What follows belongs to an exercise in optimizing a design on an open flow for small area, a short achievable clock period and few clock cycles per item; a production flow would make more cautious choices. Only simulation tests tie the RTL to the original design; equivalence was not proved.

==> wip/ember <==
==> flow/design.v (excerpt) <==
module CONV (
  output logic        busy,
  output logic [11:0] iaddr,
  output logic        cwr,
  output logic [11:0] caddr_wr,
  output logic [19:0] cdata_wr,
  output logic        crd,
  output logic [11:0] caddr_rd,
  output logic [ 2:0] csel,
  input               clk,
  input               reset,
  input        [19:0] idata,
  input        [19:0] cdata_rd,
  input               ready
);
clock: 9.5 ns
lec_check: 0
cap_margin: 20
core_margin: 2
core_utilization: 40
place_density: 0.6
setup_slack_margin: 5
slew_margin: 20
tns_end_percent: 100
run.sh (not shown) runs the stock make flow with config.mk's settings and CLKGATE_MAP_FILE= SYNTH_SCRIPT=/design/flow/synth_recipe.tcl, a recipe that flattens the netlist after the stock synthesis.
==> inputs of wip/fjord, as changes to wip/ember <==
--- a/flow/design.v
+++ b/flow/design.v
@@ -59,12 +59,16 @@
   logic [19:0] R;
   always_ff @(posedge clk) R <= fvalid ? idata : 20'd0;
   logic [6:0] s1r;
   logic [5:0] s1k;
   logic [1:0] s1q;
-  always_ff @(posedge clk) begin
-    if (run & ~done) begin
+  always_ff @(posedge clk or posedge reset) begin
+    if (reset) begin
+      s1r <= 7'd0;
+      s1k <= 6'd0;
+      s1q <= 2'd0;
+    end else if (run & ~done) begin
       s1r <= fr;
       s1k <= fk;
       s1q <= fq;
     end else begin
       s1r <= 7'd0;
@@ -88,36 +92,46 @@
   logic       e1, e23, e4;    
   logic       last;
   always_ff @(posedge clk or posedge reset) begin
     if (reset) begin
       crun  <= 1'b0;
+      r0    <= 3'b001;
+      r1    <= 3'b001;
+      r2    <= 3'b001;
+      pe2   <= 3'b000;
+      k0    <= 1'b0;
+      k62   <= 1'b0;
+      ro    <= 6'd0;
+      co    <= 6'd0;
       cwr_r <= 1'b0;
       crd_r <= 1'b0;
       l1w_r <= 1'b0;
+      rdq2  <= 1'b0;
+      e1    <= 1'b0;
+      e23   <= 1'b0;
+      e4    <= 1'b0;
       last  <= 1'b0;
     end else begin
       crun  <= run & ~done;
+      r0    <= crun ? {r0[1:0], r0[2]} : 3'b001;
+      r1    <= crun ? {r1[1:0], r1[2]} : 3'b001;
+      r2    <= crun ? {r2[1:0], r2[2]} : 3'b001;
+      pe2   <= {s1q == 2'd2, s1q == 2'd1, s1q == 2'd0} & {3{s1k != 6'd0}};
+      k0    <= (s1k == 6'd0);
+      k62   <= (s1k == 6'd62);
+      ro    <= n_ro;
+      co    <= n_co;
       cwr_r <= n_ov & ((s1q == 2'd1) | (n_ro[0] & n_co[0] & (s1q == 2'd2)));
       crd_r <= n_pool & ~n_co[0] & (s1q != 2'd0);
       l1w_r <= n_pool & n_co[0] & (s1q == 2'd2);
+      rdq2  <= (s1q == 2'd2);
+      e1    <= n_pool & ~n_co[0] & (s1q == 2'd1);
+      e23   <= n_pool & ((~n_co[0] & (s1q == 2'd2)) | (n_co[0] & (s1q == 2'd0)));
+      e4    <= n_pool & n_co[0] & (s1q == 2'd1);
       last  <= s1r[6] & (s1k == 6'd1) & (s1q == 2'd2);
     end
   end
-  always_ff @(posedge clk) begin
-    r0   <= crun ? {r0[1:0], r0[2]} : 3'b001;
-    r1   <= crun ? {r1[1:0], r1[2]} : 3'b001;
-    r2   <= crun ? {r2[1:0], r2[2]} : 3'b001;
-    pe2  <= {s1q == 2'd2, s1q == 2'd1, s1q == 2'd0} & {3{s1k != 6'd0}};
-    k0   <= (s1k == 6'd0);
-    k62  <= (s1k == 6'd62);
-    ro   <= n_ro;
-    co   <= n_co;
-    rdq2 <= (s1q == 2'd2);
-    e1   <= n_pool & ~n_co[0] & (s1q == 2'd1);
-    e23  <= n_pool & ((~n_co[0] & (s1q == 2'd2)) | (n_co[0] & (s1q == 2'd0)));
-    e4   <= n_pool & n_co[0] & (s1q == 2'd1);
-  end
   assign done = last;
   logic [19:0] P;
   always_ff @(posedge clk) P <= R;
   logic [19:0] Pb;
   assign Pb = {~P[19], P[18:0]};
--- a/flow/config.mk
+++ b/flow/config.mk
@@ -7,8 +7,6 @@
 export LEC_CHECK = 0
 export CAP_MARGIN = 20
 export CORE_MARGIN = 2
 export CORE_UTILIZATION = 40
 export PLACE_DENSITY = 0.6
-export SETUP_SLACK_MARGIN = 5
 export SLEW_MARGIN = 20
-export TNS_END_PERCENT = 100
==> inputs of wip/onyx, as changes to wip/ember <==
--- a/flow/design.v
+++ b/flow/design.v
@@ -54,78 +54,65 @@
   assign iaddr = {frow, fk};
   logic fvalid;
   assign fvalid = run & ~fr[6]
                 & ~((fr[5:0] == 6'd0) & (fq == 2'd0))
                 & ~((fr[5:0] == 6'd63) & (fq == 2'd2));
-  logic [19:0] R;
-  always_ff @(posedge clk) R <= fvalid ? idata : 20'd0;
-  logic [6:0] s1r;
-  logic [5:0] s1k;
-  logic [1:0] s1q;
-  always_ff @(posedge clk) begin
-    if (run & ~done) begin
-      s1r <= fr;
-      s1k <= fk;
-      s1q <= fq;
-    end else begin
-      s1r <= 7'd0;
-      s1k <= 6'd0;
-      s1q <= 2'd0;
-    end
-  end
   logic       n_ov;
   logic [5:0] n_ro, n_co;
-  assign n_ov = ~((s1r == 7'd0) & (s1k[5:1] == 5'd0));
-  assign n_ro = (s1k[5:1] == 5'd0) ? s1r[5:0] - 6'd1 : s1r[5:0];
-  assign n_co = s1k - 6'd2;
+  assign n_ov = run & ~done & ~((fr == 7'd0) & (fk[5:1] == 5'd0));
+  assign n_ro = (fk[5:1] == 5'd0) ? fr[5:0] - 6'd1 : fr[5:0];
+  assign n_co = fk - 6'd2;
   logic n_pool;
   assign n_pool = n_ov & n_ro[0];
-  logic       crun;           
   logic [2:0] r0, r1, r2;     
   logic [2:0] pe2;            
   logic       k0, k62;        
   logic [5:0] ro, co;
   logic       cwr_r, crd_r, l1w_r, rdq2;
+  logic [11:0] waddr;
   logic       e1, e23, e4;    
   logic       last;
   always_ff @(posedge clk or posedge reset) begin
     if (reset) begin
-      crun  <= 1'b0;
       cwr_r <= 1'b0;
       crd_r <= 1'b0;
       l1w_r <= 1'b0;
       last  <= 1'b0;
     end else begin
-      crun  <= run & ~done;
-      cwr_r <= n_ov & ((s1q == 2'd1) | (n_ro[0] & n_co[0] & (s1q == 2'd2)));
-      crd_r <= n_pool & ~n_co[0] & (s1q != 2'd0);
-      l1w_r <= n_pool & n_co[0] & (s1q == 2'd2);
-      last  <= s1r[6] & (s1k == 6'd1) & (s1q == 2'd2);
+      cwr_r <= n_ov & ((fq == 2'd1) | (n_ro[0] & n_co[0] & (fq == 2'd2)));
+      crd_r <= n_pool & ~n_co[0] & (fq != 2'd0);
+      l1w_r <= n_pool & n_co[0] & (fq == 2'd2);
+      last  <= run & ~done & fr[6] & (fk == 6'd1) & (fq == 2'd2);
     end
   end
   always_ff @(posedge clk) begin
-    r0   <= crun ? {r0[1:0], r0[2]} : 3'b001;
-    r1   <= crun ? {r1[1:0], r1[2]} : 3'b001;
-    r2   <= crun ? {r2[1:0], r2[2]} : 3'b001;
-    pe2  <= {s1q == 2'd2, s1q == 2'd1, s1q == 2'd0} & {3{s1k != 6'd0}};
-    k0   <= (s1k == 6'd0);
-    k62  <= (s1k == 6'd62);
+    r0   <= run ? {r0[1:0], r0[2]} : 3'b001;
+    r1   <= run ? {r1[1:0], r1[2]} : 3'b001;
+    r2   <= run ? {r2[1:0], r2[2]} : 3'b001;
+    pe2  <= {fq == 2'd2, fq == 2'd1, fq == 2'd0} & {3{fk != 6'd0}};
+    k0   <= (fk == 6'd0);
+    k62  <= (fk == 6'd62);
     ro   <= n_ro;
     co   <= n_co;
-    rdq2 <= (s1q == 2'd2);
-    e1   <= n_pool & ~n_co[0] & (s1q == 2'd1);
-    e23  <= n_pool & ((~n_co[0] & (s1q == 2'd2)) | (n_co[0] & (s1q == 2'd0)));
-    e4   <= n_pool & n_co[0] & (s1q == 2'd1);
+    rdq2 <= (fq == 2'd2);
+    waddr <= (n_pool & n_co[0] & (fq == 2'd2)) ? {2'b00, n_ro[5:1], n_co[5:1]} : {n_ro, n_co};
+    e1   <= n_pool & ~n_co[0] & (fq == 2'd1);
+    e23  <= n_pool & ((~n_co[0] & (fq == 2'd2)) | (n_co[0] & (fq == 2'd0)));
+    e4   <= n_pool & n_co[0] & (fq == 2'd1);
   end
   assign done = last;
   logic [19:0] P;
-  always_ff @(posedge clk) P <= R;
-  logic [19:0] Pb;
-  assign Pb = {~P[19], P[18:0]};
   logic [21:0] P3;
-  always_ff @(posedge clk) P3 <= {R[19], R, 1'b0} + {{2{R[19]}}, R};
+  logic [21:0] idata3;
+  assign idata3 = {idata[19], idata, 1'b0} + {{2{idata[19]}}, idata};
+  always_ff @(posedge clk) begin
+    P  <= fvalid ? idata : 20'd0;
+    P3 <= fvalid ? idata3 : 22'd0;
+  end
+  logic [19:0] Pb;
   logic [21:0] P3b;
+  assign Pb  = {~P[19], P[18:0]};
   assign P3b = {~P3[21], P3[20:0]};
   localparam logic [37:0] BIASC  = 38'h17ad41b943;
   localparam logic [37:0] BIASC1 = 38'h257f799120;
   localparam logic [37:0] BIASC2 = 38'h26d2896873;
   logic [37:0] S0, C0, S1, C1, S2, C2;
@@ -1255,7 +1242,7 @@
   assign cdata_wr = Y;
   assign cwr      = cwr_r;
   assign crd      = crd_r;
   assign csel     = {1'b0, l1w_r, 1'b1};
   assign caddr_rd = {ro[5:1], 1'b0, co[5:1], rdq2};
-  assign caddr_wr = l1w_r ? {2'b00, ro[5:1], co[5:1]} : {ro, co};
+  assign caddr_wr = waddr;
 endmodule
==> flow/flow/run.sh (new file) <==
#!/bin/bash
set -euo pipefail
MARGIN=6
sed "s/SETUP_SLACK_MARGIN=[0-9.]*/SETUP_SLACK_MARGIN=$MARGIN/" standard.sh > standard_margin.sh
bash standard_margin.sh > flow.log 2>&1
==> flow/standard.sh (new file) <==
#!/bin/bash
# synth_recipe.tcl (not shown) runs the flow's synth.tcl, then flattens the netlist and writes it again
# the make line also repeats each setting of config.mk as NAME=value (left out here)
make -C /OpenROAD-flow-scripts/flow DESIGN_CONFIG=/design/flow/config.mk WORK_HOME=/design/flow/orfs CLKGATE_MAP_FILE= SYNTH_SCRIPT=/design/flow/synth_recipe.tcl "${@:-finish}"
==> flow/config.mk (replaced) <==
export PLATFORM = sky130hd
export DESIGN_NAME = CONV
export DESIGN_NICKNAME = CONV
export VERILOG_FILES = /design/flow/design.v
export SDC_FILE = /design/flow/constraint.sdc
export NUM_CORES = 4
export LEC_CHECK = 0
export CAP_MARGIN = 20
export CORE_MARGIN = 2
export CORE_UTILIZATION = 55
export PLACE_DENSITY = 0.72
export SETUP_SLACK_MARGIN = 5
export SLEW_MARGIN = 20
export TNS_END_PERCENT = 100
removed: flow/run.sh
==> comparison table <==
	wip/ember	wip/fjord	wip/onyx
Worst slack on hold paths	0.358 ns	0.359 ns	0.414 ns
Die width	270 um	272 um	229 um
Worst Setup Path Type	reg2reg	reg2reg	in2reg
Average wire per standard cell	21.3 um	21.4 um	22.4 um
Wire length of the first global-routing pass	128 mm	128 mm	124 mm
Total number of cells along the worst setup path	9	7	10
Mapped cell area	28,300 sq um	28,600 sq um	27,800 sq um
Via count of the first global-routing pass	22,200	22,300	22,300
Final sequential cell count	420	420	394
Status	timing/DRC/antenna clean	timing/DRC/antenna clean	timing/DRC/antenna clean
Die height	270 um	272 um	229 um
Half-perimeter wire length of the detailed placement result	61.8 mm	62.7 mm	58.4 mm
Sequential fraction of total cell area	28.2%	28.7%	26.9%
Flip-flop and latch count after synthesis	420	420	394
Uppermost layer routed	met4	met5	met4
Xor/xnor cell area share of the yosys netlist	1.79%	1.71%	1.55%
Cell area after placement	30,000 sq um	30,300 sq um	29,200 sq um
Share of synthesized cell area in and, or, nand and nor gates	8.82%	8.68%	8.62%
Maximum achievable frequency	0.235 GHz	0.207 GHz	0.290 GHz
Testbench counts of wip/ember, summed over its fixed seeds: cycles 147,540, images 12.
Testbench counts of wip/fjord, summed over its fixed seeds: cycles 147,540, images 12.
Testbench counts of wip/onyx, summed over its fixed seeds: cycles 147,528, images 12.

==> inputs of run a <==
CONV, a different RTL version from the one above (not shown whole).
==> flow/config.mk <==
export PLATFORM = sky130hd
export DESIGN_NAME = CONV
export DESIGN_NICKNAME = CONV
export VERILOG_FILES = /design/flow/design.v
export SDC_FILE = /design/flow/constraint.sdc
export NUM_CORES = 4
export LEC_CHECK = 0
export CAP_MARGIN = 20
export CORE_MARGIN = 2
export CORE_UTILIZATION = 55
export CTS_BUF_LIST = sky130_fd_sc_hd__clkbuf_4 sky130_fd_sc_hd__clkbuf_8
export CTS_CLUSTER_DIAMETER = 60
export CTS_CLUSTER_SIZE = 15
export PLACE_DENSITY = 0.72
export SETUP_SLACK_MARGIN = 5
export SLEW_MARGIN = 20
export TNS_END_PERCENT = 100
==> flow/constraint.sdc <==
create_clock -name core_clock -period 9.5 [get_ports {clk}]
set_input_delay 1.9000 -clock core_clock [delete_from_list [all_inputs] [get_ports {clk}]]
set_output_delay 1.9000 -clock core_clock [all_outputs]
set_load 0.01 [all_outputs]
standard.sh (not shown) runs the stock make flow with config.mk's settings and CLKGATE_MAP_FILE= SYNTH_SCRIPT=/design/flow/synth_recipe.tcl, a recipe that flattens the netlist after the stock synthesis.
==> flow/flow/run.sh <==
#!/bin/bash
set -euo pipefail
MARGIN=6
sed "s/SETUP_SLACK_MARGIN=[0-9.]*/SETUP_SLACK_MARGIN=$MARGIN/" standard.sh > standard_margin.sh
bash standard_margin.sh > flow.log 2>&1
==> inputs of run b, as changes to run a <==
CTS_CLUSTER_DIAMETER = 50   (was 60)
CTS_CLUSTER_SIZE = 12   (was 15)
==> comparison table <==
quantity	run b	run a
Final worst clock skew	0.0395 ns	0.0386 ns
Number of buffers created by CTS	47	40
Vias in the first global route	20900	20900
Max layer used	met5	met4
Total met3 wirelength after detailed routing	8360 microns	7430 microns
Wire length on met1	31400 microns	32100 microns
M1 GR Usage	41.9%	42.3%
Run status	timing/DRC/antenna clean	timing/DRC/antenna clean
Via density per instance	5.98	5.99
Origin of the worst setup path	idata[8]	idata[4]
Share of the final layout cell area in multi-input gates	56.0%	56.2%
Clk Latency, worst-skew pair	0.66 ns	0.67 ns
Global-route wire length before repair	117000 microns	117000 microns
Layout area overhead	10.3%	9.87%
Post-cts sizing count	75	77
Testbench counts of run a, summed over its fixed seeds: cycles 147,528, images 12.
Testbench counts of run b, summed over its fixed seeds: cycles 147,528, images 12.

==> branch pepper: inputs <==
RTL: one of the versions met above, not the one the previous note started from.
// CONV
module CONV (
  output logic        busy,
  output logic [11:0] iaddr,
  output logic        cwr,
  output logic [11:0] caddr_wr,
  output logic [19:0] cdata_wr,
  output logic        crd,
  output logic [11:0] caddr_rd,
  output logic [ 2:0] csel,
  input               clk,
  input               reset,
  input        [19:0] idata,
  input        [19:0] cdata_rd,
  input               ready
);
  logic       run;
  logic       done;
  logic [6:0] fr;
  logic [5:0] fk;
  logic [1:0] fq;
  logic [5:0] frow;
  always_ff @(posedge clk or posedge reset) begin
    if (reset) begin
      run  <= 1'b0;
      fr   <= 7'd0;
      fk   <= 6'd0;
      fq   <= 2'd1;
      frow <= 6'd0;
    end else if (!run) begin
      run <= ready;
    end else if (done) begin
      run  <= 1'b0;
      fr   <= 7'd0;
      fk   <= 6'd0;
      fq   <= 2'd1;
      frow <= 6'd0;
    end else begin
      if (fq == 2'd2) begin
        fq <= 2'd0;
        fk <= fk + 6'd1;
        if (fk == 6'd63) begin
          fr   <= fr + 7'd1;
          frow <= fr[5:0];
        end else begin
          frow <= fr[5:0] - 6'd1;
        end
      end else begin
        fq   <= fq + 2'd1;
  ...
Settings: LEC_CHECK=0, CAP_MARGIN=20, CORE_MARGIN=2, CORE_UTILIZATION=65, PLACE_DENSITY=0.85, SETUP_SLACK_MARGIN=5, SLEW_MARGIN=20, TNS_END_PERCENT=100; clock period 9.5 ns.
Scripts as last shown in full above: flow/flow/run.sh
==> branch onyx (differences from branch pepper) <==
--- a/flow/design.v
+++ b/flow/design.v
@@ -64,15 +64,14 @@
   logic n_pool;
   assign n_pool = n_ov & n_ro[0];
   logic [2:0] r0, r1, r2;     
   logic [2:0] pe2;            
   logic       k0, k62;        
   logic [5:0] ro, co;
   logic       cwr_r, crd_r, l1w_r, rdq2;
-  logic [11:0] waddr;
   logic       e1, e23, e4;    
   logic       last;
   always_ff @(posedge clk or posedge reset) begin
     if (reset) begin
       cwr_r <= 1'b0;
       crd_r <= 1'b0;
       l1w_r <= 1'b0;
@@ -90,15 +89,14 @@
     r2   <= run ? {r2[1:0], r2[2]} : 3'b001;
     pe2  <= {fq == 2'd2, fq == 2'd1, fq == 2'd0} & {3{fk != 6'd0}};
     k0   <= (fk == 6'd0);
     k62  <= (fk == 6'd62);
     ro   <= n_ro;
     co   <= n_co;
     rdq2 <= (fq == 2'd2);
-    waddr <= (n_pool & n_co[0] & (fq == 2'd2)) ? {2'b00, n_ro[5:1], n_co[5:1]} : {n_ro, n_co};
     e1   <= n_pool & ~n_co[0] & (fq == 2'd1);
     e23  <= n_pool & ((~n_co[0] & (fq == 2'd2)) | (n_co[0] & (fq == 2'd0)));
     e4   <= n_pool & n_co[0] & (fq == 2'd1);
   end
   assign done = last;
   logic [19:0] P;
   logic [21:0] P3;
@@ -1240,9 +1238,9 @@
     else if (e23) m <= mx;
   end
   assign cdata_wr = Y;
   assign cwr      = cwr_r;
   assign crd      = crd_r;
   assign csel     = {1'b0, l1w_r, 1'b1};
   assign caddr_rd = {ro[5:1], 1'b0, co[5:1], rdq2};
-  assign caddr_wr = waddr;
+  assign caddr_wr = l1w_r ? {2'b00, ro[5:1], co[5:1]} : {ro, co};
 endmodule
==> flow/flow/run.sh (replaced) <==
#!/bin/bash
set -euo pipefail
MARGIN=6.5
sed "s/SETUP_SLACK_MARGIN=[0-9.]*/SETUP_SLACK_MARGIN=$MARGIN/" standard.sh > standard_margin.sh
bash standard_margin.sh > flow.log 2>&1
- CORE_UTILIZATION: 65 -> 40
- PLACE_DENSITY: 0.85 -> 0.6
==> summary.txt <==
Run status
  • Status: complete, no violations

Route
  • Via count: 22200

Cells and area
  • Area of the multi-input gates: approximately 18000 um^2
  • Buffering overhead: just under 10%

Die
  • Core area: between 60000 and 70000 um^2

Critical path
  • Startpoint types: register
  • Buffers and inverters on the worst path: 2

Logic synthesis
  • Sequential fraction of the synthesis area: 29.7%

Global routing
  • Routing usage on met1: 34.9%
# the run above: branch onyx

==> summary.txt <==
Run status
  • Status: complete, no violations

Logic synthesis
  • Sequential fraction of the synthesis area: a little under a third

Cells and area
  • Buffering overhead: roughly 5.2%
  • Area of the multi-input gates: around 17000 um^2
  • Finished Layout Cells: ~3400

Die
  • Core area: 42000 um^2

Global routing
  • Routing usage on met1: 47.5%

Critical path
  • Startpoint types: input port
# the run above: branch pepper

Testbench counts of branch pepper, summed over its fixed seeds: cycles 147,528, images 12.
Testbench counts of branch onyx, summed over its fixed seeds: cycles 147,528, images 12.

-- static timing again, ports no longer ideal --
In the flow no input, the clock included, has a driving cell. The finished layouts below were timed again as built, in two steps.
Step 1, drivers: a clkbuf_16 drives clk and a buf_2 each remaining input, both assumed.
Step 2, shift: input delay + t, output delay - t, t = (earliest + latest rising clock arrival at the registers) / 2. This alone moves slack from input paths to output paths.
Slacks: ideal ports / drivers / drivers and shift; pairs: ideal ports / drivers.
run | shift t [ns] | setup slack, ns | worst setup path at the end
wip/ember | 0.665 | 5.249 / 5.249 / 5.249 | register to register
wip/fjord | 0.667 | 4.667 / 4.667 / 4.667 | register to register
wip/onyx | 0.655 | 6.048 / 5.998 / 5.411 | input to register
run a | 0.699 | 6.032 / 5.990 / 5.365 | input to register
run b | 0.693 | 6.019 / 6.004 / 5.355 | input to register
branch pepper | 0.651 | 5.870 / 5.892 / 5.241 | input to register
branch onyx | 0.667 | 5.970 / 5.906 / 5.346 | input to register
After both steps every run listed still meets setup and hold. For run a, which loses most, drivers alone change the setup slack by -0.042 ns; drivers and shift together by -0.667 ns.
